This design comes from an exercise in tuning for small area, a short achievable clock period and few clock cycles per item on the open sky130 flow, not from production work. The RTL was checked by simulation tests, not by an equivalence proof against the original design.

<file path="config.mk">
export PLATFORM = sky130hd
export DESIGN_NAME = gcd
export DESIGN_NICKNAME = gcd
export VERILOG_FILES = /design/flow/design.v
export SDC_FILE = /design/flow/constraint.sdc
export NUM_CORES = 4
export LEC_CHECK = 0
export ABC_AREA = 1
export CAP_MARGIN = 20
export CORE_MARGIN = 2
export CORE_UTILIZATION = 40
export CTS_BUF_LIST = sky130_fd_sc_hd__clkbuf_4 sky130_fd_sc_hd__clkbuf_8
export SLEW_MARGIN = 20
</file>
<file path="constraint.sdc">
create_clock -name core_clock -period 4.0 [get_ports {clk}]
set_input_delay 0.8000 -clock core_clock [delete_from_list [all_inputs] [get_ports {clk}]]
set_output_delay 0.8000 -clock core_clock [all_outputs]
set_load 0.01 [all_outputs]
</file>
<file path="design.v">
`timescale 1ns/1ps
module gcd(opa, opb, start, resetn, clk, result, done);
input wire [31:0] opa;
input wire [31:0] opb;
input wire start, resetn;
input wire clk;
output wire [31:0] result;
output wire done;
reg  [31:0] A, B;
reg  [4:0]  k;
reg         flag;        
reg         rest;        
reg         sc;          
reg         ys;          
reg         run_reg;
reg         done_reg;
reg         start_reg;
assign result = B;
assign done   = done_reg;
wire init  = start & ~start_reg & ~run_reg;
wire [31:0] X = sc ? 32'd0 : A;
wire [31:0] Y = ys ? B : 32'd0;
wire [31:0] xy_d;       
wire        xy_gt;      
wire        xy_same;    
absdiff ad0 (.x(X), .y(Y), .d(xy_d), .gt(xy_gt), .eq(xy_same));
wire [3:0] xl = X[4:1] ^ Y[4:1];
wire force1 = sc & (flag | ~A[0]);
wire [1:0] sh = force1 ? 2'd0 :
                xl[0] ? 2'd0 :
                xl[1] ? 2'd1 :
                xl[2] ? 2'd2 : 2'd3;
reg  [31:0] nA;
always @(*) begin
    case (sh)
        2'd0: nA = {1'b0, xy_d[31:1]};
        2'd1: nA = {2'b0, xy_d[31:2]};
        2'd2: nA = {3'b0, xy_d[31:3]};
        default: nA = {4'b0, xy_d[31:4]};
    endcase
end
wire nA0 = force1 ? B[1] : (|xl);           
wire swap   = sc | ~(xy_gt | xy_same);
wire finish = run_reg & ~rest & ~flag & xy_same;    
wire k1     = (k == 5'd1);
wire kz     = (k == 5'd0);
wire nflag = ~flag & ~A[0] & ~B[0];
wire nsc   = nflag | (sc & ~A[0]);
always @(posedge clk) begin
    if (init)
        A <= opa;
    else
        A <= nA;
end
always @(posedge clk) begin
    if (init)
        B <= opb;
    else if (run_reg & (rest | (finish & ~sc & ~kz)))
        B <= {B[30:0], 1'b0};
    else if (run_reg & swap)
        B <= A;
end
always @(posedge clk) begin
    if (init) begin
        k    <= 5'd0;
        flag <= 1'b0;
        sc   <= ~opb[0];
        ys   <= ~opb[0] | opa[0];
    end else begin
        if (rest | finish) begin
            k    <= k - 5'd1;
        end else begin
            if (flag) k <= k + 5'd1;
            flag <= nflag;
        end
        sc <= nsc;
        ys <= nsc | nA0;
    end
end
always @(posedge clk or negedge resetn) begin
    if (~resetn) begin
        run_reg   <= 1'b0;
        done_reg  <= 1'b0;
        start_reg <= 1'b0;
        rest      <= 1'b0;
    end else begin
        start_reg <= start;
        if (init) begin
            run_reg  <= 1'b1;
            done_reg <= 1'b0;
            rest     <= 1'b0;
        end else if (run_reg) begin
            if ((finish & (sc | kz | k1)) | (rest & k1)) begin
                run_reg  <= 1'b0;
                done_reg <= 1'b1;
                rest     <= 1'b0;
            end else if (finish) begin
                rest     <= 1'b1;
            end
        end
    end
end
endmodule
module absdiff(x, y, d, gt, eq);
input  [31:0] x, y;
output [31:0] d;
output gt, eq;
wire [31:0] g0 = x & ~y;
wire [31:0] p0 = ~(x ^ y);
wire [31:0] G [0:5];
wire [31:0] P [0:5];
assign G[0] = g0;
assign P[0] = p0;
genvar l, i;
generate
    for (l = 0; l < 5; l = l + 1) begin : lv
        for (i = 0; i < 32; i = i + 1) begin : bt
            if (i & (1 << l)) begin : op
                assign G[l+1][i] = G[l][i] | (P[l][i] & G[l][((i >> l) << l) - 1]);
                assign P[l+1][i] = P[l][i] & P[l][((i >> l) << l) - 1];
            end else begin : pass
                assign G[l+1][i] = G[l][i];
                assign P[l+1][i] = P[l][i];
            end
        end
    end
endgenerate
wire cin = G[5][31];
wire [31:0] c = {G[5][30:0] | (P[5][30:0] & {31{cin}}), cin};
assign d  = p0 ^ c ^ {32{~cin}};
assign gt = cin;
assign eq = P[5][31];
endmodule
</file>
<file path="flow/run.sh">
#!/bin/bash
set -e
export BUFFER_PORTS_ARGS="-buffer_cell sky130_fd_sc_hd__buf_1"
bash standard.sh > standard.log 2>&1
</file>
<file path="standard.sh">
#!/bin/bash
# synth_recipe.tcl (not shown) runs the flow's synth.tcl, then flattens the netlist and writes it again
# the make line also repeats each setting of config.mk as NAME=value (left out here)
make -C /OpenROAD-flow-scripts/flow DESIGN_CONFIG=/design/flow/config.mk WORK_HOME=/design/flow/orfs CLKGATE_MAP_FILE= SYNTH_SCRIPT=/design/flow/synth_recipe.tcl "${@:-finish}"
</file>
==> results.json, run 1 <==
{
  "place_area_mm2": 0.00780,
  "drv_cap": 0,
  "path_class": "register to register",
  "vias_per_cell": 5.07,
  "async_reset_ff_frac": 0.0526,
  "finish.utilization": 0.458,
  "first_pass_iters": 8,
  "met1_usage": 0.302,
  "hold_viol": 0,
  "path_cells": "buf_12 -> nand2_1 -> ha_1 -> nand2_2 -> nor2_2 -> nand2_1 -> nor2_2 -> inv_2 -> nor2_2 -> nand3_1 -> nand2_2 -> nand2_4 -> nand3_2 -> buf_12",
  "ios": 100,
  "grt_usage": 0.225,
  "synth_flop_cell": "dfxtp_1",
  "crit_arrival_ns": 3.68,
  "synth_cells": 1233,
  "crit_family": "simple AND/OR/NAND/NOR gates",
  "cp_max_fo": 28,
  "die_x_um": 138,
  "areaGrowthSynthToFinish_pct": 11.1,
  "relSlewSlack": 0.550,
  "drtAntennaViolNets": 0,
  "fillers": 1909,
  "max_freq_mhz": 277,
  "hp-class": "input pin to async pin",
  "first_iter_violations": 602,
  "ys_ff_latch": 76,
  "fin_area_mm2": 0.00797,
  "wirelength_um": 20900,
  "chipHeight_um": 138,
  "period_share": 0.901,
  "path_clk_slew_ns": 0.08,
  "syn_area_per_cell_um2": 5.82,
  "finalMaxSlewViolations": 0,
  "grt.overflow.total": 0,
  "cts_root_buf": "clkbuf_8",
  "cts_setup_buffers": 0,
  "startpoint": "ys$_DFF_P_",
  "die-area_mm2": 0.0190,
  "grt_pass1_wl_um": 33900,
  "cts_buffers": 9,
  "setup_violations": 0,
  "ys_seq_area_frac": 0.260,
  "top_usage_layer": "met2",
  "core-area_mm2": 0.0174,
  "tightest_slew_ns": 0.674,
  "fin_tns_setup_ns": 0,
  "tritoncts": "built",
  "fin_skew_ns": 0.0119,
  "r2r_start": "ys$_DFF_P_",
  "drt-wirelength-per-cell_um": 13.5,
  "rsz0062_at_grt": "no",
  "crit_top_cell": "nor2_2",
  "portBuffers": 99,
  "slowest_delay_ns": 0.53,
  "status": "complete, no violations",
  "slowest_stage": "dfxtp_1",
  "routabilityCongestion": 0.885,
  "holdWs_ns": 0.229,
  "nNetsFinal": 1417,
  "netlist_area_mm2": 0.00717,
  "required_ns": 4.08,
  "antennaDiodeCount": 0,
  "worst_setup_path_end_kind": "register",
  "period_needed_ns": 3.60,
  "drive_above_1_share": 0.0591,
  "clockBufferDepth": 2,
  "worstPathBufferInverterCount": 3,
  "grt_pass1_vias": 7065,
  "clkSinkCount": 76,
  "cts_resized": 0,
  "clk_latency_ns": 0.39,
  "biggestRegsByFlops": "A x32, B x32, k x5",
  "use_met3": 0.0347,
  "initial_core_util": 0.412,
  "use_met2": 0.370,
  "synth_warnings": 2,
  "place_hpwl_um": 15700,
  "synth_nets": 1335,
  "htree_levels": 3,
  "drc": 0,
  "cts.hold.buffers_added": 0,
  "via_count": 7838,
  "grt_max_degree": 58,
  "synthDistinctLibCells": 42,
  "rows": 48,
  "synth-edff-count": 32,
  "antenna_found_initial": 0,
  "start_kind": "register"
}
-- per-stage QoR --
stage          instances  worst slack (ns)
2_1_floorplan       1233             0.432
4_1_cts             1545             0.393
5_1_grt             1545            0.0903
6_report            1545             0.395
3_5_place_dp        1529             0.433
3_3_place_gp        1529             0.530
-- cell families after synthesis --
family / count (synthesis) / synth area share
AOI/OAI and AO/OA: 198 / 0.146
xor gates and xnor gates: 6 / 0.00732
adders and majority gates: 35 / 0.0610
buffers and inverters: 206 / 0.115
DFF: 76 / 0.260
and+or+nand+nor: 712 / 0.411
-- cells in the final DEF (no fill, tap or decap), drive strengths merged, types with 2 or more instances in the layout --
cell	count
nand2	518
inv	158
o21ai	120
buf	119
nand3	88
nor2	80
a21oi	58
dfxtp	40
ha	35
edfxtp	32
clkbuf	10
nor3	8
o21bai	7
nand4	6
o211ai	6
xor2	4
nand3b	4
dfrtp	4
clkinv	4
or2	4
o22ai	3
xnor2	2
clkinvlp	2
-- cell usage after synthesis, types with 5 or more instances --
cell	instances	area, µm²
nand2_1	499	1870
inv_1	147	552
o21ai_0	89	445
nand3_1	88	440
nor2_1	74	278
a21oi_1	57	285
dfxtp_1	40	801
ha_1	35	438
clkbuf_1	33	124
edfxtp_1	32	961
o21ai_1	31	155
nand2_2	15	93.8
inv_2	11	41.3
buf_2	8	40.0
nor3_1	7	35.0
o21bai_1	7	52.6
nand4_1	6	37.5
o211ai_1	6	45.0
buf_6	5	56.3
-- layout make-up --
type	instances	area, µm²	share of cell area
clock buffers	10	131	0.0165
clock inverters	6	40.0	0.00502
inverters	158	594	0.0745
multi-input cells	951	4490	0.563
flip-flops and latches	76	1860	0.233
well taps	225	282	0.0353
repair buffers	119	572	0.0717
-- per-layer routing --
layer / vias up / wire length, µm
met5: - / 0
met4: 0 / 384
met3: 28 / 1110
met2: 214 / 9590
met1: 3519 / 9820
li1: 4077 / -
-- path summary, 6_finish.rpt --
kind / to / slack [ns] / cells after the start
worst max register to register: B[18]$_DFFE_PP_ / 0.40 / 14
max in group asynchronous: run_reg$_DFF_PN0_ / 3.59 / 1
worst min-delay path: start_reg$_DFF_PN0_ / 0.23 / 1
worst max-delay path: B[18]$_DFFE_PP_ / 0.40 / 14
min in group core_clock: flag$_SDFFE_PP0P_ / 0.50 / 2
worst min register to register: flag$_SDFFE_PP0P_ / 0.50 / 2
Testbench counts, summed over its fixed seeds: cycles 174,482, items 8,000.
==> run 2: changes to the inputs <==
==> run.sh (new file) <==
#!/bin/bash
# synth_recipe.tcl (not shown) runs the flow's synth.tcl, then flattens the netlist and writes it again
# the make line also repeats each setting of config.mk as NAME=value (left out here)
make -C /OpenROAD-flow-scripts/flow DESIGN_CONFIG=/design/flow/config.mk WORK_HOME=/design/flow/orfs CLKGATE_MAP_FILE= SYNTH_SCRIPT=/design/flow/synth_recipe.tcl finish
--- a/config.mk
+++ b/config.mk
@@ -7,3 +7,2 @@
 export LEC_CHECK = 0
-export ABC_AREA = 1
 export CAP_MARGIN = 20
@@ -11,3 +10,2 @@
 export CORE_UTILIZATION = 40
-export CTS_BUF_LIST = sky130_fd_sc_hd__clkbuf_4 sky130_fd_sc_hd__clkbuf_8
 export SLEW_MARGIN = 20
removed: flow/run.sh
removed: standard.sh
==> results.json, run 2 <==
{
  "status": "complete, no violations",
  "relSlewSlack": 0.454,
  "worstSetupEndpoint": "A[18]$_DFF_P_",
  "tritoncts": "built",
  "nNetsFinal": 1058,
  "fin_skew_ns": 0.00608,
  "slowest_stage": "or4_1",
  "final_cell_mix": "124 x nand2_1, 99 x clkdlybuf4s50_1, 73 x o21ai_0",
  "reg2reg_slack_ns": 0.12,
  "antenna_found_initial": 0,
  "multiInputGateArea_mm2": 0.00441,
  "netlist_area_mm2": 0.00648,
  "register_area_mm2": 0.00187,
  "place_hpwl_um": 17400,
  "drive_above_1_share": 0.119,
  "synth_flop_cell": "dfxtp_1",
  "path_clk_slew_ns": 0.06,
  "slowest_delay_ns": 0.50,
  "grt_pass1_vias": 6965,
  "via_count": 7057,
  "clockBufferDepth": 2,
  "hp-class": "register to register",
  "drc": 0,
  "first_iter_violations": 679,
  "synthTopCellsByArea": "edfxtp_1 15%, dfxtp_1 12%, nand2_1 7.2%",
  "synth_top_cell_by_area": "edfxtp_1",
  "synthDistinctLibCells": 73,
  "reg2reg_depth": 13,
  "die_x_um": 131,
  "antennaDiodeCount": 0,
  "worst_setup_path_end_kind": "register",
  "core-area_mm2": 0.0159,
  "final_common_cell": "nand2_1",
  "clkSinkCount": 76,
  "place_area_mm2": 0.00816,
  "grt_max_degree": 92,
  "async_reset_ff_frac": 0.0526,
  "synth_warnings": 2,
  "ys_ff_latch": 76,
  "cts_root_buf": "clkbuf_16",
  "r2r_end": "A[18]$_DFF_P_",
  "fin_area_mm2": 0.00852,
  "finalMaxSlewViolations": 0,
  "path_class": "register to register",
  "cts.hold.buffers_added": 0,
  "met1_usage": 0.375,
  "synth-edff-count": 32,
  "die-area_mm2": 0.0172,
  "max_freq_mhz": 258,
  "synth_most_common_cell": "nand2_1",
  "vias_per_cell": 6.00,
  "required_ns": 4.24,
  "cp_max_fo": 32,
  "grt_usage": 0.273,
  "crit_arrival_ns": 4.12,
  "synth_cells": 825,
  "top_usage_layer": "met2",
  "synthTopCellsByCount": "125 x nand2_1, 74 x o21ai_0, 64 x a21oi_1",
  "use_met2": 0.428,
  "startpoint": "ys$_DFF_P_",
  "chipHeight_um": 131,
  "drt-wirelength-per-cell_um": 20.3,
  "synth_top_area_frac": 0.148,
  "cts_buffers": 9,
  "drv_cap": 0,
  "drtAntennaViolNets": 0,
  "tightest_slew_ns": 0.816,
  "hold_viol": 0,
  "use_met3": 0.0413,
  "wirelength_um": 23900,
  "routabilityCongestion": 0.984,
  "htree_levels": 3,
  "start_kind": "register",
  "hold_depth": 2,
  "grt_pass1_wl_um": 37600,
  "fin_tns_setup_ns": 0,
  "ys_seq_area_frac": 0.287,
  "setup_violations": 0,
  "grt.overflow.total": 0,
  "syn_area_per_cell_um2": 7.85,
  "first_pass_iters": 6,
  "period_needed_ns": 3.88,
  "ios": 100,
  "fillers": 1515,
  "initial_core_util": 0.408,
  "areaGrowthSynthToFinish_pct": 31.5,
  "path_cells": "buf_12 -> nand2_1 -> ha_1 -> a21o_1 -> a31o_1 -> a221o_1 -> or4_1 -> nor2b_1 -> nor2_8 -> mux2i_1 -> xnor2_1 -> o22ai_1 -> o41ai_1",
  "synth_nets": 927,
  "clk_latency_ns": 0.35,
  "r2r_start": "ys$_DFF_P_",
  "period_share": 0.969,
  "portBuffers": 99,
  "rows": 46,
  "biggestRegsByFlops": "A x32, B x32, k x5"
}
## run 2: cell types whose count changed in the layout (fill, tap and decap cells not counted), moves of 53 or more
| cell | before | now |
|---|---|---|
| buf_1 | 99 | 0 |
| buf_4 | 16 | 69 |
| nand3_1 | 87 | 25 |
| nand2_1 | 499 | 124 |
| inv_1 | 146 | 10 |
| clkdlybuf4s50_1 | 0 | 99 |
## run 2: routing by layer
metal | part of all wire | routed length [µm]
met4 | 0.030 | 708
met1 | 0.46 | 11000
met2 | 0.45 | 10700
met5 | 0 | 0
met3 | 0.063 | 1510
## run 2: logic make-up (layout without fill, tap and decap cells)
family                   after synthesis  in the layout  share of synthesized area
AND/OR/NAND/NOR                      290            290                      0.213
AO/OA/AOI/OAI                        284            284                      0.279
flip-flops                            76             76                      0.287
buffers and inverters                 64            200                     0.0405
multiplexers                          45             45                     0.0697
adder cells (fa/ha/maj)               35             35                     0.0676
XOR/XNOR                              31             31                     0.0431
## run 2: timing repair
action	in CTS	in global routing
endpoints found under the setup margin	94	93
endpoints found under the hold margin	0	0
resized for setup	2	8
buffers inserted	0	0
## run 2: critical path, delay by kind of cell (launching register included)
kind | cells | cell delay (ns)
mux | 1 | 0.26
compound gates | 5 | 1.25
fa+ha+maj | 1 | 0.29
simple gates | 4 | 1.21
flops | 1 | 0.35
buf+inv | 1 | 0.20
xor+xnor | 1 | 0.18
## run 2: cell type report
cell class / instances / area share
flip-flops and latches: 76 / 0.219
inverters: 10 / 0.00441
repair buffers: 174 / 0.190
multi-input cells: 685 / 0.517
clock inverters: 4 / 0.00852
well taps: 216 / 0.0317
clock buffers: 12 / 0.0289
## run 2: worst min-delay path by stage
stage | start | end
floorplan | A[0]$_DFF_P_ | sc$_DFF_P_
global placement | done_reg$_DFFE_PN0P_ | done_reg$_DFFE_PN0P_
detailed placement | done_reg$_DFFE_PN0P_ | done_reg$_DFFE_PN0P_
CTS | done_reg$_DFFE_PN0P_ | done_reg$_DFFE_PN0P_
global route | done_reg$_DFFE_PN0P_ | done_reg$_DFFE_PN0P_
finish | done_reg$_DFFE_PN0P_ | done_reg$_DFFE_PN0P_
## run 2: per-stage QoR
step	utilization	setup WS [ns]	instances	hold WS (ns)
global route	0.536	-0.0399	1177	0.537
global placement	0.514	-0.217	1161	0.468
finish	0.536	0.124	1177	0.489
CTS	0.534	0.0555	1177	0.491
detailed placement	0.514	-0.282	1161	0.472
floorplan	-	0.0219	825	0.478
==> run 3: changes to the inputs <==
--- a/design.v
+++ b/design.v
@@ -17,5 +17,7 @@
 reg         start_reg;
+reg         first;       
+wire done_now;
 assign result = B;
-assign done   = done_reg;
-wire init  = start & ~start_reg & ~run_reg;
+assign done   = done_reg | done_now;
+wire init  = start & ~start_reg & (~run_reg | done_now);
 wire [31:0] X = sc ? 32'd0 : A;
@@ -46,2 +48,3 @@
 wire kz     = (k == 5'd0);
+assign done_now = finish & ~sc & kz & ~first;
 wire nflag = ~flag & ~A[0] & ~B[0];
@@ -85,4 +88,6 @@
         rest      <= 1'b0;
+        first     <= 1'b0;
     end else begin
         start_reg <= start;
+        first     <= init;
         if (init) begin
==> flow/run.sh (new file) <==
#!/bin/bash
set -e
export BUFFER_PORTS_ARGS="-buffer_cell sky130_fd_sc_hd__buf_1"
bash standard.sh > standard.log 2>&1
==> standard.sh (new file) <==
#!/bin/bash
# synth_recipe.tcl (not shown) runs the flow's synth.tcl, then flattens the netlist and writes it again
# the make line also repeats each setting of config.mk as NAME=value (left out here)
make -C /OpenROAD-flow-scripts/flow DESIGN_CONFIG=/design/flow/config.mk WORK_HOME=/design/flow/orfs CLKGATE_MAP_FILE= SYNTH_SCRIPT=/design/flow/synth_recipe.tcl "${@:-finish}"
--- a/config.mk
+++ b/config.mk
@@ -7,2 +7,3 @@
 export LEC_CHECK = 0
+export ABC_AREA = 1
 export CAP_MARGIN = 20
removed: run.sh
==> results.json, run 3 <==
{
  "crit_family": "simple AND/OR/NAND/NOR gates",
  "synth_cells": 1174,
  "nNetsFinal": 1358,
  "via_count": 7645,
  "reg2reg_slack_ns": 0.42,
  "path_clk_slew_ns": 0.07,
  "cp_max_fo": 32,
  "start_kind": "register",
  "ys_ff_latch": 77,
  "finalMaxSlewViolations": 0,
  "synth_most_common_cell": "nand2_1",
  "first_iter_violations": 649,
  "grt_max_degree": 53,
  "worst_setup_path_end_kind": "register",
  "final_cell_mix": "439 x nand2_1, 138 x inv_1, 99 x buf_1",
  "setup_violations": 0,
  "grt_pass1_wl_um": 36500,
  "required_ns": 4.25,
  "clk_latency_ns": 0.36,
  "slowest_delay_ns": 0.73,
  "antenna_found_initial": 0,
  "initial_core_util": 0.411,
  "synthDistinctLibCells": 46,
  "synth_warnings": 2,
  "hold_viol": 0,
  "clockBufferDepth": 2,
  "cts_root_buf": "clkbuf_16",
  "crit_top_cell": "nand2_1",
  "synthTopCellsByCount": "439 x nand2_1, 138 x inv_1, 87 x a21oi_1",
  "chipHeight_um": 138,
  "rows": 48,
  "drt-wirelength-per-cell_um": 15.7,
  "synth_top_area_frac": 0.230,
  "crit_arrival_ns": 3.83,
  "cts.hold.buffers_added": 0,
  "ios": 100,
  "drive_above_1_share": 0.0642,
  "tritoncts": "built",
  "synth_top_cell_by_area": "nand2_1",
  "finish.utilization": 0.457,
  "biggestRegsByFlops": "A x32, B x32, k x5",
  "syn_area_per_cell_um2": 6.09,
  "drv_cap": 0,
  "hp-class": "input pin to async pin",
  "synth-edff-count": 32,
  "cts_setup_buffers": 0,
  "first_pass_iters": 5,
  "routabilityCongestion": 0.971,
  "antennaDiodeCount": 0,
  "ys_seq_area_frac": 0.264,
  "slowest_stage": "nor2_2",
  "vias_per_cell": 5.14,
  "drtAntennaViolNets": 0,
  "grt_pass1_vias": 6805,
  "cts_resized": 0,
  "synthTopCellsByArea": "nand2_1 23%, edfxtp_1 13%, dfxtp_1 11%",
  "worstPathBufferInverterCount": 2,
  "synth_nets": 1276,
  "portBuffers": 99,
  "core-area_mm2": 0.0174,
  "relSlewSlack": 0.441,
  "grt_usage": 0.251,
  "htree_levels": 3,
  "drc": 0,
  "netlist_area_mm2": 0.00715,
  "final_common_cell": "nand2_1",
  "period_share": 0.896,
  "wirelength_um": 23300,
  "fin_tns_setup_ns": 0,
  "clkSinkCount": 77,
  "cts_buffers": 9,
  "status": "complete, no violations",
  "path_class": "register to register",
  "path_cells": "buf_12 -> nand2_1 -> ha_1 -> nand2_1 -> nor2_2 -> nand2_2 -> nor2_4 -> nand2_1 -> nor2_2 -> nand4_1 -> nand2_1 -> nand2_2 -> clkinv_2 -> nor2_2 -> o21ai_0 -> nor2_1 -> nor3_2",
  "async_reset_ff_frac": 0.0649,
  "die_x_um": 138,
  "grt.overflow.total": 0,
  "place_hpwl_um": 17500,
  "period_needed_ns": 3.58,
  "die-area_mm2": 0.0190,
  "areaGrowthSynthToFinish_pct": 11.3,
  "max_freq_mhz": 279,
  "rsz0062_at_grt": "no",
  "tightest_slew_ns": 0.837,
  "synth_flop_cell": "dfxtp_1",
  "fin_skew_ns": 0.0134
}
run 3: cell count changes after synthesis, sizes merged, moves of 20 or more:
cell | previous run | this run
nand2 | 126 | 465
inv | 10 | 144
nand3 | 25 | 75
nor2 | 41 | 89
mux2i | 44 | 0
nor2b | 36 | 0
clkbuf | 43 | 13
a21oi | 64 | 89
buf | 11 | 31
run 3: path summary, 6_finish.rpt:
path,startpoint,depth (start not counted),endpoint
max,ys$_DFF_P_,17,A[7]$_DFF_P_
max reg2reg,ys$_DFF_P_,17,A[7]$_DFF_P_
min reg2reg,flag$_SDFFE_PP0P_,2,flag$_SDFFE_PP0P_
min,resetn,1,first$_DFF_PN0_
min in group core_clock,flag$_SDFFE_PP0P_,2,flag$_SDFFE_PP0P_
max in group asynchronous,resetn,1,start_reg$_DFF_PN0_
run 3: per-layer routing:
layer | vias up | track usage | part of all wire
li1 | 3924 | - | -
met1 | 3433 | 0.371 | 0.49
met2 | 253 | 0.371 | 0.42
met3 | 35 | 0.0423 | 0.069
met4 | 0 | 0.0794 | 0.021
met5 | - | 0 | 0
run 3: final cells by class:
class	count	area (µm²)
fill	1900	9460
multi-input combinational	908	4430
sequential	77	1890
inverter	145	546
timing repair buffer	115	517
tap	225	282
clock buffer	11	254
clock inverter	5	40.0
run 3: cells by family (layout without fill, tap and decap cells):
logic type,count (synthesis),after routing,share of synthesized area
simple gates,672,672,0.401
compound gates,190,190,0.142
buf+inv,189,276,0.116
flops,77,77,0.264
fa+ha+maj,35,35,0.0612
xor+xnor,11,11,0.0156
run 3: metrics by stage:
step | area [µm²] | setup slack [ns] | instances | hold slack [ns]
final | 7960 | 0.417 | 1486 | 0.306
after global routing | 7960 | 0.109 | 1486 | 0.314
after floorplan | 7150 | 0.362 | 1174 | 0.475
after detailed placement | 7660 | 0.504 | 1470 | 0.503
after CTS | 7960 | 0.417 | 1486 | 0.300
after global placement | 7660 | 0.599 | 1470 | 0.504
Testbench counts of run 3, summed over its fixed seeds: cycles 169,285, items 8,000.
==> run 4: changes to the inputs <==
--- a/config.mk
+++ b/config.mk
@@ -11,2 +11,3 @@
 export CORE_UTILIZATION = 40
+export CTS_BUF_LIST = sky130_fd_sc_hd__clkbuf_4 sky130_fd_sc_hd__clkbuf_8
 export SLEW_MARGIN = 20
==> results.json, run 4 <==
{
  "start_kind": "register",
  "die-area_mm2": 0.0190,
  "ys_ff_latch": 77,
  "status": "complete, no violations",
  "rsz0062_at_grt": "no",
  "finalMaxSlewViolations": 0,
  "path_class": "register to primary output",
  "core-area_mm2": 0.0174,
  "synthDistinctLibCells": 46,
  "synth_top_cell_by_area": "nand2_1",
  "grt_pass1_wl_um": 36300,
  "period_share": 0.905,
  "htree_levels": 3,
  "drtAntennaViolNets": 0,
  "clockBufferDepth": 2,
  "initial_core_util": 0.411,
  "antenna_found_initial": 0,
  "drt-wirelength-per-cell_um": 15.6,
  "cts_resized": 0,
  "synth-edff-count": 32,
  "cp_max_fo": 24,
  "netlist_area_mm2": 0.00715,
  "holdWs_ns": 0.272,
  "hold_viol": 0,
  "portBuffers": 99,
  "setup_violations": 0,
  "synth_most_common_cell": "nand2_1",
  "antennaDiodeCount": 0,
  "synthTopCellsByArea": "nand2_1 23%, edfxtp_1 13%, dfxtp_1 11%",
  "synth_top_area_frac": 0.230,
  "synthTopCellsByCount": "439 x nand2_1, 138 x inv_1, 87 x a21oi_1",
  "r2r_start": "ys$_DFF_P_",
  "rows": 48,
  "synth_flop_cell": "dfxtp_1",
  "synth_nets": 1276,
  "r2r_end": "A[7]$_DFF_P_",
  "relSlewSlack": 0.450,
  "hp-class": "input pin to async pin",
  "path_clk_slew_ns": 0.09,
  "ios": 100,
  "async_reset_ff_frac": 0.0649,
  "tritoncts": "built",
  "synth_cells": 1174,
  "clk_latency_ns": 0.39,
  "biggestRegsByFlops": "A x32, B x32, k x5",
  "tightest_slew_ns": 0.824,
  "cts_buffers": 9,
  "grt_max_degree": 53,
  "areaGrowthSynthToFinish_pct": 10.0,
  "synth_warnings": 2,
  "drv_cap": 0,
  "place_hpwl_um": 17500,
  "place_area_mm2": 0.00766,
  "reg2reg_slack_ns": 0.43,
  "fin_skew_ns": 0.0238,
  "final_cell_mix": "439 x nand2_1, 138 x inv_1, 99 x buf_1",
  "required_ns": 3.20,
  "drive_above_1_share": 0.0650,
  "chipHeight_um": 138,
  "fin_area_mm2": 0.00787,
  "fin_tns_setup_ns": 0,
  "via_count": 7654,
  "grt_pass1_vias": 6770,
  "clkSinkCount": 77,
  "vias_per_cell": 5.15,
  "cts.hold.buffers_added": 0,
  "nNetsFinal": 1358,
  "worst_setup_path_end_kind": "primary output",
  "period_needed_ns": 3.62,
  "die_x_um": 138,
  "routabilityCongestion": 0.971,
  "reg2reg_depth": 17,
  "wirelength_um": 23200,
  "max_freq_mhz": 276,
  "drc": 0,
  "crit_arrival_ns": 2.82,
  "grt_usage": 0.250,
  "cts_setup_buffers": 0,
  "syn_area_per_cell_um2": 6.09,
  "finish.utilization": 0.452,
  "first_pass_iters": 6,
  "cts_root_buf": "clkbuf_8",
  "final_common_cell": "nand2_1",
  "first_iter_violations": 748,
  "grt.overflow.total": 0,
  "ys_seq_area_frac": 0.264
}
run 4: cell types whose count changed in the layout (fill, tap and decap cells not counted), sizes merged:
cell / delta
bufinv: +1
clkbuf: -1
run 4: worst max-delay path by stage:
stage,from,to,slack [ns]
after global routing,ys$_DFF_P_,A[7]$_DFF_P_,0.10
after floorplan,sc$_DFF_P_,B[0]$_DFFE_PP_,0.36
after detailed placement,ys$_DFF_P_,A[7]$_DFF_P_,0.50
after CTS,ys$_DFF_P_,done,0.37
after global placement,ys$_DFF_P_,A[7]$_DFF_P_,0.60
final,sc$_DFF_P_,done,0.38
run 4: layer usage:
metal	track usage	share of wire	vias to the layer above
met3	0.0379	0.071	34
li1	-	-	3927
met4	0.0794	0.023	0
met5	0	0	-
met2	0.367	0.42	261
met1	0.373	0.49	3432
run 4: cells by family (layout without fill, tap and decap cells):
| logic type | Yosys count | after routing | synth area share |
|---|---|---|---|
| fa+ha+maj | 35 | 35 | 0.0612 |
| compound gates | 190 | 190 | 0.142 |
| simple gates | 672 | 672 | 0.401 |
| xor+xnor | 11 | 11 | 0.0156 |
| flops | 77 | 77 | 0.264 |
| buf+inv | 189 | 276 | 0.116 |
run 4: per-stage QoR:
step	setup WS (ns)	instances
after floorplan	0.362	1174
after global placement	0.599	1470
after detailed placement	0.504	1470
after CTS	0.369	1486
after global routing	0.105	1486
final	0.378	1486
run 4: worst max-delay path: stages (launching register included):
cell and delay (ns):
dfxtp_1 0.34, buf_4 0.30, nor2_1 0.09, ha_1 0.39, nand2_1 0.12, nor2_2 0.21
nand2_1 0.11, nor2_1 0.23, nand2_1 0.11, nor2_2 0.14, nand4_1 0.13, nand2_1 0.10
buf_1 0.15
run 4: final cells by class:
cell class,count,area (µm²)
Clock buffer,10,131
Inverter,145,546
Clock inverter,6,70.1
Timing Repair Buffer,115,517
Fill cell,1907,9550
Tap cell,225,282
Multi-Input combinational cell,908,4430
Sequential cell,77,1890
==> run 5: changes to the inputs <==
--- a/design.v
+++ b/design.v
@@ -57,10 +57,10 @@
 end
-always @(posedge clk) begin
-    if (init)
-        B <= opb;
-    else if (run_reg & (rest | (finish & ~sc & ~kz)))
-        B <= {B[30:0], 1'b0};
-    else if (run_reg & swap)
-        B <= A;
-end
+wire b_ld   = init;
+wire b_sh   = ~init & run_reg & (rest | (finish & ~sc & ~kz));
+wire b_sw   = ~init & run_reg & ~(rest | (finish & ~sc & ~kz)) & swap;
+wire b_hold = ~(b_ld | b_sh | b_sw);
+wire [31:0] nB = ({32{b_ld}} & opb) | ({32{b_sh}} & {B[30:0], 1'b0}) |
+                 ({32{b_sw}} & A) | ({32{b_hold}} & B);
+always @(posedge clk)
+    B <= nB;
 always @(posedge clk) begin
==> results.json, run 5 <==
{
  "synth_most_common_cell": "nand2_1",
  "biggestRegsByFlops": "A x32, B x32, k x5",
  "slowest_stage": "nor2_1",
  "worst_setup_path_end_kind": "register",
  "path_class": "register to register",
  "chipHeight_um": 136,
  "r2r_end": "A[20]$_DFF_P_",
  "fillers": 1925,
  "antennaDiodeCount": 0,
  "use_met3": 0.0395,
  "r2r_start": "sc$_DFF_P_",
  "cts_buffers": 9,
  "use_met2": 0.403,
  "clk_latency_ns": 0.39,
  "cp_max_fo": 22,
  "async_reset_ff_frac": 0.0649,
  "fin_tns_setup_ns": 0,
  "synth_top_area_frac": 0.311,
  "top_usage_layer": "met2",
  "portBuffers": 99,
  "areaGrowthSynthToFinish_pct": 12.1,
  "core-area_mm2": 0.0172,
  "htree_levels": 3,
  "grt.overflow.total": 0,
  "relSlewSlack": 0.286,
  "grt_pass1_wl_um": 36200,
  "synth-edff-count": 0,
  "drive_above_1_share": 0.0496,
  "synth_warnings": 2,
  "cts_root_buf": "clkbuf_8",
  "cts.hold.buffers_added": 0,
  "ys_seq_area_frac": 0.224,
  "vias_per_cell": 4.99,
  "grt_pass1_vias": 7213,
  "crit_family": "simple AND/OR/NAND/NOR gates",
  "path_cells": "buf_4 -> nor2_1 -> ha_1 -> nand2_2 -> nor2_2 -> nand2_1 -> inv_2 -> nand2_2 -> inv_2 -> nand2_2 -> nor2_4 -> nand4_2 -> nand2_2 -> nand2_4 -> inv_2 -> nor2_1 -> inv_1 -> a21oi_1 -> nor2_1 -> nand2_1",
  "first_iter_violations": 611,
  "clkSinkCount": 77,
  "drc": 0,
  "status": "complete, no violations",
  "grt_usage": 0.249,
  "die-area_mm2": 0.0186,
  "rows": 48,
  "crit_top_cell": "nand2_2",
  "tritoncts": "built",
  "crit_arrival_ns": 4.05,
  "period_needed_ns": 3.72,
  "grt_max_degree": 47,
  "synthTopCellsByCount": "580 x nand2_1, 146 x inv_1, 95 x nand3_1",
  "drtAntennaViolNets": 0,
  "wirelength_um": 22400,
  "routabilityCongestion": 0.972,
  "place_hpwl_um": 16700,
  "synth_nets": 1380,
  "die_x_um": 136,
  "stdcell_count": 1595,
  "worstPathBufferInverterCount": 5,
  "dp_cells": 1578,
  "synth_flop_cell": "dfxtp_1",
  "ios": 100,
  "setup_violations": 0,
  "finalMaxSlewViolations": 0,
  "syn_area_per_cell_um2": 5.48,
  "final_cell_mix": "580 x nand2_1, 146 x inv_1, 99 x buf_1",
  "final_common_cell": "nand2_1",
  "clockBufferDepth": 2,
  "slowest_delay_ns": 0.67,
  "synth_top_cell_by_area": "nand2_1",
  "hold_viol": 0,
  "path_clk_slew_ns": 0.09,
  "rsz0062_at_grt": "no",
  "nNetsFinal": 1467,
  "required_ns": 4.34,
  "via_count": 7953,
  "drv_cap": 0,
  "synthDistinctLibCells": 39,
  "start_kind": "register",
  "first_pass_iters": 5,
  "period_share": 0.930,
  "hp-class": "input pin to async pin",
  "netlist_area_mm2": 0.00701,
  "met1_usage": 0.331,
  "tightest_slew_ns": 1.06,
  "max_freq_mhz": 269,
  "ys_ff_latch": 77,
  "fin_skew_ns": 0.0170,
  "synth_cells": 1278,
  "initial_core_util": 0.407,
  "reg2reg_slack_ns": 0.28,
  "drt-wirelength-per-cell_um": 14.0,
  "antenna_found_initial": 0,
  "synthTopCellsByArea": "nand2_1 31%, dfxtp_1 21%, inv_1 7.8%",
  "reg2reg_depth": 20
}
[run 5: cell types whose count changed in the layout (fill, tap and decap cells not counted), moves of 8 or more]
| cell | change |
|---|---|
| nand2_1 | +141 |
| dfxtp_1 | +32 |
| edfxtp_1 | -32 |
| o21ai_0 | -31 |
| nand3_1 | +20 |
| nand2_2 | -11 |
| nand4_1 | -9 |
| inv_1 | +8 |
| o21ai_1 | -8 |
[run 5: area by class of cell]
cell class,instances,area [µm²],share of cell area
sequential,77,1570,0.199
multi-input combinational,1005,4670,0.595
tap,225,282,0.0358
clock inverter,5,83.8,0.0107
inverter,154,578,0.0736
clock buffer,11,145,0.0185
timing repair buffer,118,527,0.0671
[run 5: stage by stage]
stage                     area, µm²   util  hold WS, ns  setup slack, ns
after detailed placement       7600  0.441        0.436            0.201
after global routing           7850  0.456        0.259           0.0334
after CTS                      7830  0.454        0.237            0.167
after global placement         7600  0.441        0.435            0.128
final                          7850  0.456        0.248            0.281
after floorplan                7010      -        0.423             1.01
[run 5: cells by family (layout without fill, tap and decap cells)]
kind of cell | after synthesis | count (layout) | synth area share
and+or+nand+nor | 814 | 814 | 0.478
DFF | 77 | 77 | 0.224
xor gates and xnor gates | 10 | 10 | 0.0125
buffers and inverters | 196 | 288 | 0.110
adders and majority gates | 35 | 35 | 0.0625
AOI/OAI and AO/OA | 146 | 146 | 0.114
[run 5: worst max path at each step]
stage,start,endpoint,slack (ns),depth (start not counted)
global placement,sc$_DFF_P_,A[19]$_DFF_P_,0.13,21
CTS,sc$_DFF_P_,A[19]$_DFF_P_,0.17,21
finish,sc$_DFF_P_,A[20]$_DFF_P_,0.28,20
floorplan,sc$_DFF_P_,done,1.01,14
global route,sc$_DFF_P_,A[5]$_DFF_P_,0.03,20
detailed placement,sc$_DFF_P_,A[19]$_DFF_P_,0.20,21
[run 5: per-layer routing]
| metal | vias to the layer above | wire [µm] | share of wire |
|---|---|---|---|
| li1 | 4176 | - | - |
| met1 | 3507 | 10500 | 0.47 |
| met2 | 231 | 9970 | 0.45 |
| met3 | 39 | 1310 | 0.058 |
| met4 | 0 | 591 | 0.026 |
| met5 | - | 0 | 0 |
[run 5: repair_timing]
action | 4_1_cts | 5_1_grt
buffers inserted | 0 | 1
hold endpoints to repair | 0 | 0
resized for setup | 0 | 4
endpoints found under the setup margin | 0 | 42
Testbench counts of run 5, summed over its fixed seeds: cycles 169,285, items 8,000.
==> run 6: changes to the inputs <==
--- a/design.v
+++ b/design.v
@@ -109,30 +109,95 @@
 module absdiff(x, y, d, gt, eq);
-input  [31:0] x, y;
-output [31:0] d;
-output gt, eq;
-wire [31:0] g0 = x & ~y;
-wire [31:0] p0 = ~(x ^ y);
-wire [31:0] G [0:5];
-wire [31:0] P [0:5];
-assign G[0] = g0;
-assign P[0] = p0;
-genvar l, i;
-generate
-    for (l = 0; l < 5; l = l + 1) begin : lv
-        for (i = 0; i < 32; i = i + 1) begin : bt
-            if (i & (1 << l)) begin : op
-                assign G[l+1][i] = G[l][i] | (P[l][i] & G[l][((i >> l) << l) - 1]);
-                assign P[l+1][i] = P[l][i] & P[l][((i >> l) << l) - 1];
-            end else begin : pass
-                assign G[l+1][i] = G[l][i];
-                assign P[l+1][i] = P[l][i];
-            end
-        end
-    end
-endgenerate
-wire cin = G[5][31];
-wire [31:0] c = {G[5][30:0] | (P[5][30:0] & {31{cin}}), cin};
-assign d  = p0 ^ c ^ {32{~cin}};
-assign gt = cin;
-assign eq = P[5][31];
+input [31:0] x, y; output [31:0] d; output gt, eq;
+wire [31:0] g0 = x & ~y; wire [31:0] p0 = ~(x ^ y);
+wire g1_1 = g0[1] | (p0[1] & g0[0]); wire p1_1 = p0[1] & p0[0];
+wire g1_3 = g0[3] | (p0[3] & g0[2]); wire p1_3 = p0[3] & p0[2];
+wire g1_5 = g0[5] | (p0[5] & g0[4]); wire p1_5 = p0[5] & p0[4];
+wire g1_7 = g0[7] | (p0[7] & g0[6]); wire p1_7 = p0[7] & p0[6];
+wire g1_9 = g0[9] | (p0[9] & g0[8]); wire p1_9 = p0[9] & p0[8];
+wire g1_11 = g0[11] | (p0[11] & g0[10]); wire p1_11 = p0[11] & p0[10];
+wire g1_13 = g0[13] | (p0[13] & g0[12]); wire p1_13 = p0[13] & p0[12];
+wire g1_15 = g0[15] | (p0[15] & g0[14]); wire p1_15 = p0[15] & p0[14];
+wire g1_17 = g0[17] | (p0[17] & g0[16]); wire p1_17 = p0[17] & p0[16];
+wire g1_19 = g0[19] | (p0[19] & g0[18]); wire p1_19 = p0[19] & p0[18];
+wire g1_21 = g0[21] | (p0[21] & g0[20]); wire p1_21 = p0[21] & p0[20];
+wire g1_23 = g0[23] | (p0[23] & g0[22]); wire p1_23 = p0[23] & p0[22];
+wire g1_25 = g0[25] | (p0[25] & g0[24]); wire p1_25 = p0[25] & p0[24];
+wire g1_27 = g0[27] | (p0[27] & g0[26]); wire p1_27 = p0[27] & p0[26];
+wire g1_29 = g0[29] | (p0[29] & g0[28]); wire p1_29 = p0[29] & p0[28];
+wire g1_31 = g0[31] | (p0[31] & g0[30]); wire p1_31 = p0[31] & p0[30];
+wire g2_3 = g1_3 | (p1_3 & g1_1); wire p2_3 = p1_3 & p1_1;
+wire g2_7 = g1_7 | (p1_7 & g1_5); wire p2_7 = p1_7 & p1_5;
+wire g2_11 = g1_11 | (p1_11 & g1_9); wire p2_11 = p1_11 & p1_9;
+wire g2_15 = g1_15 | (p1_15 & g1_13); wire p2_15 = p1_15 & p1_13;
+wire g2_19 = g1_19 | (p1_19 & g1_17); wire p2_19 = p1_19 & p1_17;
+wire g2_23 = g1_23 | (p1_23 & g1_21); wire p2_23 = p1_23 & p1_21;
+wire g2_27 = g1_27 | (p1_27 & g1_25); wire p2_27 = p1_27 & p1_25;
+wire g2_31 = g1_31 | (p1_31 & g1_29); wire p2_31 = p1_31 & p1_29;
+wire g3_7 = g2_7 | (p2_7 & g2_3); wire p3_7 = p2_7 & p2_3;
+wire g3_15 = g2_15 | (p2_15 & g2_11); wire p3_15 = p2_15 & p2_11;
+wire g3_23 = g2_23 | (p2_23 & g2_19); wire p3_23 = p2_23 & p2_19;
+wire g3_31 = g2_31 | (p2_31 & g2_27); wire p3_31 = p2_31 & p2_27;
+wire g4_15 = g3_15 | (p3_15 & g3_7); wire p4_15 = p3_15 & p3_7;
+wire g4_31 = g3_31 | (p3_31 & g3_23); wire p4_31 = p3_31 & p3_23;
+wire g5_31 = g4_31 | (p4_31 & g4_15); wire p5_31 = p4_31 & p4_15;
+wire g6_23 = g3_23 | (p3_23 & g4_15); wire p6_23 = p3_23 & p4_15;
+wire g7_11 = g2_11 | (p2_11 & g3_7); wire p7_11 = p2_11 & p3_7;
+wire g7_19 = g2_19 | (p2_19 & g4_15); wire p7_19 = p2_19 & p4_15;
+wire g7_27 = g2_27 | (p2_27 & g6_23); wire p7_27 = p2_27 & p6_23;
+wire g8_5 = g1_5 | (p1_5 & g2_3); wire p8_5 = p1_5 & p2_3;
+wire g8_9 = g1_9 | (p1_9 & g3_7); wire p8_9 = p1_9 & p3_7;
+wire g8_13 = g1_13 | (p1_13 & g7_11); wire p8_13 = p1_13 & p7_11;
+wire g8_17 = g1_17 | (p1_17 & g4_15); wire p8_17 = p1_17 & p4_15;
+wire g8_21 = g1_21 | (p1_21 & g7_19); wire p8_21 = p1_21 & p7_19;
+wire g8_25 = g1_25 | (p1_25 & g6_23); wire p8_25 = p1_25 & p6_23;
+wire g8_29 = g1_29 | (p1_29 & g7_27); wire p8_29 = p1_29 & p7_27;
+wire g9_2 = g0[2] | (p0[2] & g1_1); wire p9_2 = p0[2] & p1_1;
+wire g9_4 = g0[4] | (p0[4] & g2_3); wire p9_4 = p0[4] & p2_3;
+wire g9_6 = g0[6] | (p0[6] & g8_5); wire p9_6 = p0[6] & p8_5;
+wire g9_8 = g0[8] | (p0[8] & g3_7); wire p9_8 = p0[8] & p3_7;
+wire g9_10 = g0[10] | (p0[10] & g8_9); wire p9_10 = p0[10] & p8_9;
+wire g9_12 = g0[12] | (p0[12] & g7_11); wire p9_12 = p0[12] & p7_11;
+wire g9_14 = g0[14] | (p0[14] & g8_13); wire p9_14 = p0[14] & p8_13;
+wire g9_16 = g0[16] | (p0[16] & g4_15); wire p9_16 = p0[16] & p4_15;
+wire g9_18 = g0[18] | (p0[18] & g8_17); wire p9_18 = p0[18] & p8_17;
+wire g9_20 = g0[20] | (p0[20] & g7_19); wire p9_20 = p0[20] & p7_19;
+wire g9_22 = g0[22] | (p0[22] & g8_21); wire p9_22 = p0[22] & p8_21;
+wire g9_24 = g0[24] | (p0[24] & g6_23); wire p9_24 = p0[24] & p6_23;
+wire g9_26 = g0[26] | (p0[26] & g8_25); wire p9_26 = p0[26] & p8_25;
+wire g9_28 = g0[28] | (p0[28] & g7_27); wire p9_28 = p0[28] & p7_27;
+wire g9_30 = g0[30] | (p0[30] & g8_29); wire p9_30 = p0[30] & p8_29;
+wire cin = g5_31;
+assign gt = cin; assign eq = p5_31;
+assign d[0] = 1'b0;
+assign d[1] = p0[1] ^ (cin ? (g0[0] | p0[0]) : ~g0[0]);
+assign d[2] = p0[2] ^ (cin ? (g1_1 | p1_1) : ~g1_1);
+assign d[3] = p0[3] ^ (cin ? (g9_2 | p9_2) : ~g9_2);
+assign d[4] = p0[4] ^ (cin ? (g2_3 | p2_3) : ~g2_3);
+assign d[5] = p0[5] ^ (cin ? (g9_4 | p9_4) : ~g9_4);
+assign d[6] = p0[6] ^ (cin ? (g8_5 | p8_5) : ~g8_5);
+assign d[7] = p0[7] ^ (cin ? (g9_6 | p9_6) : ~g9_6);
+assign d[8] = p0[8] ^ (cin ? (g3_7 | p3_7) : ~g3_7);
+assign d[9] = p0[9] ^ (cin ? (g9_8 | p9_8) : ~g9_8);
+assign d[10] = p0[10] ^ (cin ? (g8_9 | p8_9) : ~g8_9);
+assign d[11] = p0[11] ^ (cin ? (g9_10 | p9_10) : ~g9_10);
+assign d[12] = p0[12] ^ (cin ? (g7_11 | p7_11) : ~g7_11);
+assign d[13] = p0[13] ^ (cin ? (g9_12 | p9_12) : ~g9_12);
+assign d[14] = p0[14] ^ (cin ? (g8_13 | p8_13) : ~g8_13);
+assign d[15] = p0[15] ^ (cin ? (g9_14 | p9_14) : ~g9_14);
+assign d[16] = p0[16] ^ (cin ? (g4_15 | p4_15) : ~g4_15);
+assign d[17] = p0[17] ^ (cin ? (g9_16 | p9_16) : ~g9_16);
+assign d[18] = p0[18] ^ (cin ? (g8_17 | p8_17) : ~g8_17);
+assign d[19] = p0[19] ^ (cin ? (g9_18 | p9_18) : ~g9_18);
+assign d[20] = p0[20] ^ (cin ? (g7_19 | p7_19) : ~g7_19);
+assign d[21] = p0[21] ^ (cin ? (g9_20 | p9_20) : ~g9_20);
+assign d[22] = p0[22] ^ (cin ? (g8_21 | p8_21) : ~g8_21);
+assign d[23] = p0[23] ^ (cin ? (g9_22 | p9_22) : ~g9_22);
+assign d[24] = p0[24] ^ (cin ? (g6_23 | p6_23) : ~g6_23);
+assign d[25] = p0[25] ^ (cin ? (g9_24 | p9_24) : ~g9_24);
+assign d[26] = p0[26] ^ (cin ? (g8_25 | p8_25) : ~g8_25);
+assign d[27] = p0[27] ^ (cin ? (g9_26 | p9_26) : ~g9_26);
+assign d[28] = p0[28] ^ (cin ? (g7_27 | p7_27) : ~g7_27);
+assign d[29] = p0[29] ^ (cin ? (g9_28 | p9_28) : ~g9_28);
+assign d[30] = p0[30] ^ (cin ? (g8_29 | p8_29) : ~g8_29);
+assign d[31] = p0[31] ^ (cin ? (g9_30 | p9_30) : ~g9_30);
 endmodule
==> results.json, run 6 <==
{
  "synth_most_common_cell": "nand2_1",
  "synthTopCellsByArea": "dfxtp_1 22%, nand2_1 21%, inv_1 8.1%",
  "rsz0062_at_grt": "no",
  "grt_pass1_vias": 6644,
  "rows": 46,
  "cts_setup_buffers": 0,
  "fillers": 1775,
  "finalMaxSlewViolations": 0,
  "chipHeight_um": 132,
  "fin_tns_setup_ns": 0,
  "cts.hold.buffers_added": 0,
  "top_usage_layer": "met2",
  "core-area_mm2": 0.0159,
  "cts_buffers": 9,
  "r2r_start": "ys$_DFF_P_",
  "die_x_um": 132,
  "start_kind": "register",
  "die-area_mm2": 0.0174,
  "drc": 0,
  "grt_max_degree": 65,
  "synthDistinctLibCells": 46,
  "postLayoutSetupSlackWorst_ns": 0.456,
  "r2r_end": "A[1]$_DFF_P_",
  "initial_core_util": 0.410,
  "crit_arrival_ns": 2.74,
  "reg2reg_depth": 18,
  "async_reset_ff_frac": 0.0649,
  "setup_violations": 0,
  "htree_levels": 3,
  "wirelength_um": 20600,
  "fin_skew_ns": 0.0153,
  "ys_seq_area_frac": 0.239,
  "areaGrowthSynthToFinish_pct": 11.4,
  "grt_usage": 0.242,
  "synth-edff-count": 0,
  "synth_top_cell_by_area": "dfxtp_1",
  "antenna_found_initial": 0,
  "required_ns": 3.20,
  "via_count": 7140,
  "drt-wirelength-per-cell_um": 14.8,
  "ios": 100,
  "antennaDiodeCount": 0,
  "path_class": "register to primary output",
  "ys_ff_latch": 77,
  "portBuffers": 99,
  "period_needed_ns": 3.54,
  "synth_top_area_frac": 0.220,
  "synth_flop_cell": "dfxtp_1",
  "drtAntennaViolNets": 0,
  "clk_latency_ns": 0.39,
  "clockBufferDepth": 2,
  "relSlewSlack": 0.484,
  "netlist_area_mm2": 0.00654,
  "multiInputGateArea_mm2": 0.00417,
  "hold_viol": 0,
  "met1_usage": 0.338,
  "cp_max_fo": 18,
  "syn_area_per_cell_um2": 5.98,
  "final_cell_mix": "368 x nand2_1, 142 x inv_1, 104 x nand3_1",
  "period_share": 0.886,
  "nNetsFinal": 1281,
  "first_iter_violations": 471,
  "tightest_slew_ns": 0.772,
  "clkSinkCount": 77,
  "synth_nets": 1196,
  "synth_warnings": 1,
  "finish.utilization": 0.457,
  "use_met3": 0.0285,
  "cts_root_buf": "clkbuf_8",
  "biggestRegsByFlops": "A x32, B x32, k x5",
  "grt.overflow.total": 0,
  "hp-class": "input pin to async pin",
  "first_pass_iters": 7,
  "reg2reg_slack_ns": 0.50,
  "drv_cap": 0,
  "status": "complete, no violations",
  "drive_above_1_share": 0.0635,
  "register_area_mm2": 0.00157,
  "tritoncts": "built",
  "place_hpwl_um": 14800,
  "routabilityCongestion": 0.887,
  "max_freq_mhz": 282,
  "final_common_cell": "nand2_1",
  "grt_pass1_wl_um": 33900,
  "cts_resized": 0,
  "path_clk_slew_ns": 0.09,
  "synth_cells": 1093,
  "dp_slack_ns": 0.567,
  "vias_per_cell": 5.11,
  "use_met2": 0.389,
  "worst_setup_path_end_kind": "primary output",
  "synthTopCellsByCount": "368 x nand2_1, 142 x inv_1, 104 x nand3_1"
}
==> run 6: changes by cell type after synthesis, moves of 9 or more <==
cell / change
o21ai_1: +31
nand3_1: +9
o211ai_1: +9
a21oi_1: -58
nand2_1: -212
a22oi_1: +26
==> run 6: final cells by class <==
class,instances,share of cell area
Tap cell,216,0.0371
Clock buffer,13,0.0228
Timing Repair Buffer,116,0.0719
Inverter,154,0.0797
Sequential cell,77,0.215
Clock inverter,2,0.00137
Multi-Input combinational cell,820,0.572
==> run 6: how the worst max path moves through the flow <==
stage          startpoint           end  slack, ns  cells past startpoint
2_1_floorplan  sc$_DFF_P_  A[7]$_DFF_P_       1.04                     21
3_3_place_gp   sc$_DFF_P_  A[1]$_DFF_P_       0.61                     18
3_5_place_dp   sc$_DFF_P_  A[1]$_DFF_P_       0.57                     18
4_1_cts        ys$_DFF_P_          done       0.45                     14
5_1_grt        sc$_DFF_P_  A[1]$_DFF_P_       0.19                     18
6_report       ys$_DFF_P_          done       0.46                     14
==> run 6: cell families (layout without fill, tap and decap cells) <==
logic type / after synthesis / after routing / share of synthesized area
DFF: 77 / 77 / 0.239
AOI/OAI and AO/OA: 167 / 167 / 0.156
buffers and inverters: 196 / 285 / 0.123
and+or+nand+nor: 602 / 602 / 0.387
xor gates and xnor gates: 14 / 14 / 0.0233
adders and majority gates: 36 / 36 / 0.0689
muxes: 1 / 1 / 0.00153
==> run 6: through the flow <==
stage	hold slack (ns)	instance area, µm²	cells
after floorplan	0.456	6540	1093
after global placement	0.475	7110	1383
after detailed placement	0.473	7110	1383
after CTS	0.266	7290	1398
after global routing	0.293	7290	1398
final	0.270	7290	1398
==> run 6: worst max-delay path, stage by stage (launching register included) <==
cell and delay, ns:
dfxtp_1 0.34, buf_4 0.23, nand2_1 0.09, ha_1 0.37, nand2_2 0.09, nor2_1 0.18, nand2_1 0.12, inv_2 0.10
nand2_2 0.09, inv_2 0.09, nand4_2 0.12, nor2_1 0.12, nand3b_1 0.11, nand2_1 0.13, buf_1 0.17
==> run 6: metal layers <==
metal  vias up  wire [µm]
met4         0        444
met2       212       9080
met3        29       1030
met1      3227      10100
li1       3672          -
met5         -          0
Testbench counts of run 6, summed over its fixed seeds: cycles 169,285, items 8,000.
==> run 7: changes to the inputs <==
==> flow/run.sh (replaced) <==
#!/bin/bash
# The standard layout, with two changes:
#  - the smallest buffer (buf_1) on every port;
#  - synthesis maps the logic with flow/abc.script (the standard synthesis
#    script otherwise unchanged: same passes, flattening and renaming).
set -e
export BUFFER_PORTS_ARGS="-buffer_cell sky130_fd_sc_hd__buf_1"
export FLOW_ABC_SCRIPT="$PWD/flow/abc.script"
{
  echo 'proc abc {args} {'
  echo '  set i [lsearch -exact $args -script]'
  echo '  if {$i >= 0} { lset args [expr {$i + 1}] $::env(FLOW_ABC_SCRIPT) }'
  echo '  yosys abc {*}$args'
  echo '}'
  cat synth_recipe.tcl
} > flow_synth.tcl
bash standard.sh SYNTH_SCRIPT="$PWD/flow_synth.tcl" finish > standard.log 2>&1
==> flow/abc.script (new file) <==
strash
dch -f
amap
topo
stime -c
buffer -c
upsize -c
dnsize -c
==> results.json, run 7 <==
{
  "max_freq_mhz": 249,
  "ys_seq_area_frac": 0.278,
  "first_pass_iters": 6,
  "biggestRegsByFlops": "A x32, B x32, k x5",
  "initial_core_util": 0.408,
  "finalMaxSlewViolations": 0,
  "place_hpwl_um": 14400,
  "path_clk_slew_ns": 0.08,
  "synthTopCellsByArea": "dfxtp_1 26%, ha_1 8.0%, nand2_1 5.6%",
  "cts_buffers": 9,
  "htree_levels": 3,
  "crit_arrival_ns": 3.22,
  "startpoint": "sc$_DFF_P_",
  "clkSinkCount": 77,
  "r2r_start": "sc$_DFF_P_",
  "hp-class": "input pin to async pin",
  "grt_max_degree": 32,
  "areaGrowthSynthToFinish_pct": 34.7,
  "fin_area_mm2": 0.00759,
  "drive_above_1_share": 0.227,
  "start_kind": "register",
  "postLayoutSetupSlackWorst_ns": -0.0196,
  "synthDistinctLibCells": 61,
  "period_share": 1.00,
  "failed_checks": "negative setup slack",
  "final_common_cell": "buf_4",
  "status": "finished with violations",
  "ys_ff_latch": 77,
  "routabilityCongestion": 0.922,
  "via_count": 6486,
  "synth_most_common_cell": "nand2_1",
  "place_area_mm2": 0.00684,
  "fin_skew_ns": 0.0158,
  "drv_cap": 0,
  "rsz0062_at_grt": "yes",
  "grt.overflow.total": 0,
  "core-area_mm2": 0.0138,
  "portBuffers": 99,
  "fin_tns_setup_ns": -0.0196,
  "register_area_mm2": 0.00157,
  "tightest_slew_ns": 0.732,
  "die-area_mm2": 0.0151,
  "syn_area_per_cell_um2": 7.66,
  "chipHeight_um": 123,
  "grt_usage": 0.264,
  "tritoncts": "built",
  "nNetsFinal": 1032,
  "first_iter_violations": 632,
  "antennaDiodeCount": 0,
  "netlist_area_mm2": 0.00564,
  "synth_top_cell_by_area": "dfxtp_1",
  "grt_pass1_vias": 6172,
  "period_needed_ns": 4.02,
  "wirelength_um": 20000,
  "synth_cells": 736,
  "worst_setup_path_end_kind": "primary output",
  "rows": 43,
  "synthTopCellsByCount": "84 x nand2_1, 72 x dfxtp_1, 68 x inv_1, 68 x nor2_1, 49 x a21oi_1",
  "drt-wirelength-per-cell_um": 18.0,
  "synth_nets": 839,
  "synth_warnings": 1,
  "cts_root_buf": "clkbuf_8",
  "clk_latency_ns": 0.39,
  "drc": 0,
  "die_x_um": 123,
  "setup_violations": 1,
  "synth_flop_cell": "dfxtp_1",
  "final_cell_mix": "109 x buf_4, 98 x buf_1, 83 x nand2_1",
  "grt_pass1_wl_um": 31300,
  "fillers": 1349,
  "dp_slack_ns": -0.127,
  "async_reset_ff_frac": 0.0649,
  "vias_per_cell": 5.83,
  "antenna_found_initial": 0,
  "drtAntennaViolNets": 0,
  "multiInputGateArea_mm2": 0.00386,
  "cp_max_fo": 12,
  "clockBufferDepth": 2,
  "synth_top_area_frac": 0.256,
  "synth-edff-count": 0,
  "hold_viol": 0,
  "ios": 100,
  "path_class": "register to primary output",
  "required_ns": 3.20,
  "relSlewSlack": 0.510
}
run 7: changes by cell type in the layout (fill, tap and decap cells not counted), moves of 25 or more:
cell	before	now
buf_4	15	109
a22oi_1	31	2
o22a_1	0	27
nand2_1	368	83
nand3_1	104	2
a222oi_1	0	25
inv_1	142	68
run 7: cell families (layout without fill, tap and decap cells):
group | after synthesis | count (layout) | synth area share
buffers and inverters | 116 | 313 | 0.0817
AOI/OAI and AO/OA | 283 | 283 | 0.372
DFF | 77 | 77 | 0.278
adders and majority gates | 36 | 36 | 0.0799
and+or+nand+nor | 221 | 221 | 0.183
xor gates and xnor gates | 3 | 3 | 0.00466
run 7: critical path: stages (launching register included):
cell and delay (ns):
dfxtp_4 0.41, bufbuf_16 0.30, nor2b_1 0.05, ha_1 0.34, nand4_1 0.14, or2_2 0.33
or3_4 0.38, or4_4 0.50, nor3_4 0.13, or2_4 0.15, buf_6 0.09
run 7: routing by layer:
metal | GRT usage | vias up | share of wire
met2 | 0.425 | 228 | 0.46
met3 | 0.0372 | 42 | 0.064
met5 | 0 | - | 0
met1 | 0.350 | 3084 | 0.45
li1 | - | 3132 | -
met4 | 0.121 | 0 | 0.027
run 7: through the flow:
stage               instances  utilization  hold WS, ns
finish                   1113        0.549        0.272
global route             1113        0.549        0.280
CTS                      1094        0.521        0.265
detailed placement       1071        0.495        0.472
global placement         1071        0.495        0.473
floorplan                 736            -        0.439
run 7: final timing paths:
check | end | slack [ns] | cells after the start
worst min-delay path | start_reg$_DFF_PN0_ | 0.27 | 1
worst max-delay path | done | -0.02 | 10
worst min register to register | B[29]$_DFF_P_ | 0.49 | 2
min in group core_clock | B[29]$_DFF_P_ | 0.49 | 2
worst max register to register | B[1]$_DFF_P_ | 0.10 | 16
max in group asynchronous | rest$_DFFE_PN0P_ | 3.49 | 1
run 7: timing repair:
action                                  4_1_cts  5_1_grt
pin swaps                                     7       12
cloned                                        1        1
endpoints found under the setup margin       10       51
buffers inserted                              7       18
hold buffers                                  0        0
resized for setup                            13       43
run 7: final cells by class:
| type | instances | area share |
|---|---|---|
| clock inverter | 2 | 0.00132 |
| clock buffer | 13 | 0.0219 |
| sequential | 77 | 0.207 |
| multi-input combinational | 543 | 0.509 |
| inverter | 77 | 0.0387 |
| timing repair buffer | 221 | 0.192 |
| tap | 180 | 0.0297 |

static timing again, ports no longer ideal:
The flow's constraints put no driver on any port. The routed layouts listed below were extracted and timed again, unchanged, in two steps. Step 1 sets driving cells, clkbuf_16 on the clock port and buf_2 on the other inputs (assumed; they add their load-dependent delay and slew). Step 2, shift: input delay + t, output delay - t, t = (earliest + latest rising clock arrival at the registers) / 2. This alone moves slack from input paths to output paths. Slacks: ideal / step 1 / step 2; pairs: ideal / step 1.
| run | shift t [ns] | setup slack, ns | worst setup path after step 2 |
|---|---|---|---|
| run 1 | 0.420 | 0.395 / 0.395 / 0.395 | register to register |
| run 2 | 0.388 | 0.124 / 0.124 / 0.124 | register to register |
| run 3 | 0.393 | 0.417 / 0.377 / 0.417 | register to register |
| run 4 | 0.421 | 0.378 / 0.340 / 0.428 | register to register |
| run 5 | 0.424 | 0.281 / 0.281 / 0.281 | register to register |
| run 6 | 0.419 | 0.456 / 0.421 / 0.504 | register to register |
| run 7 | 0.419 | -0.020 / -0.057 / 0.104 | register to register |
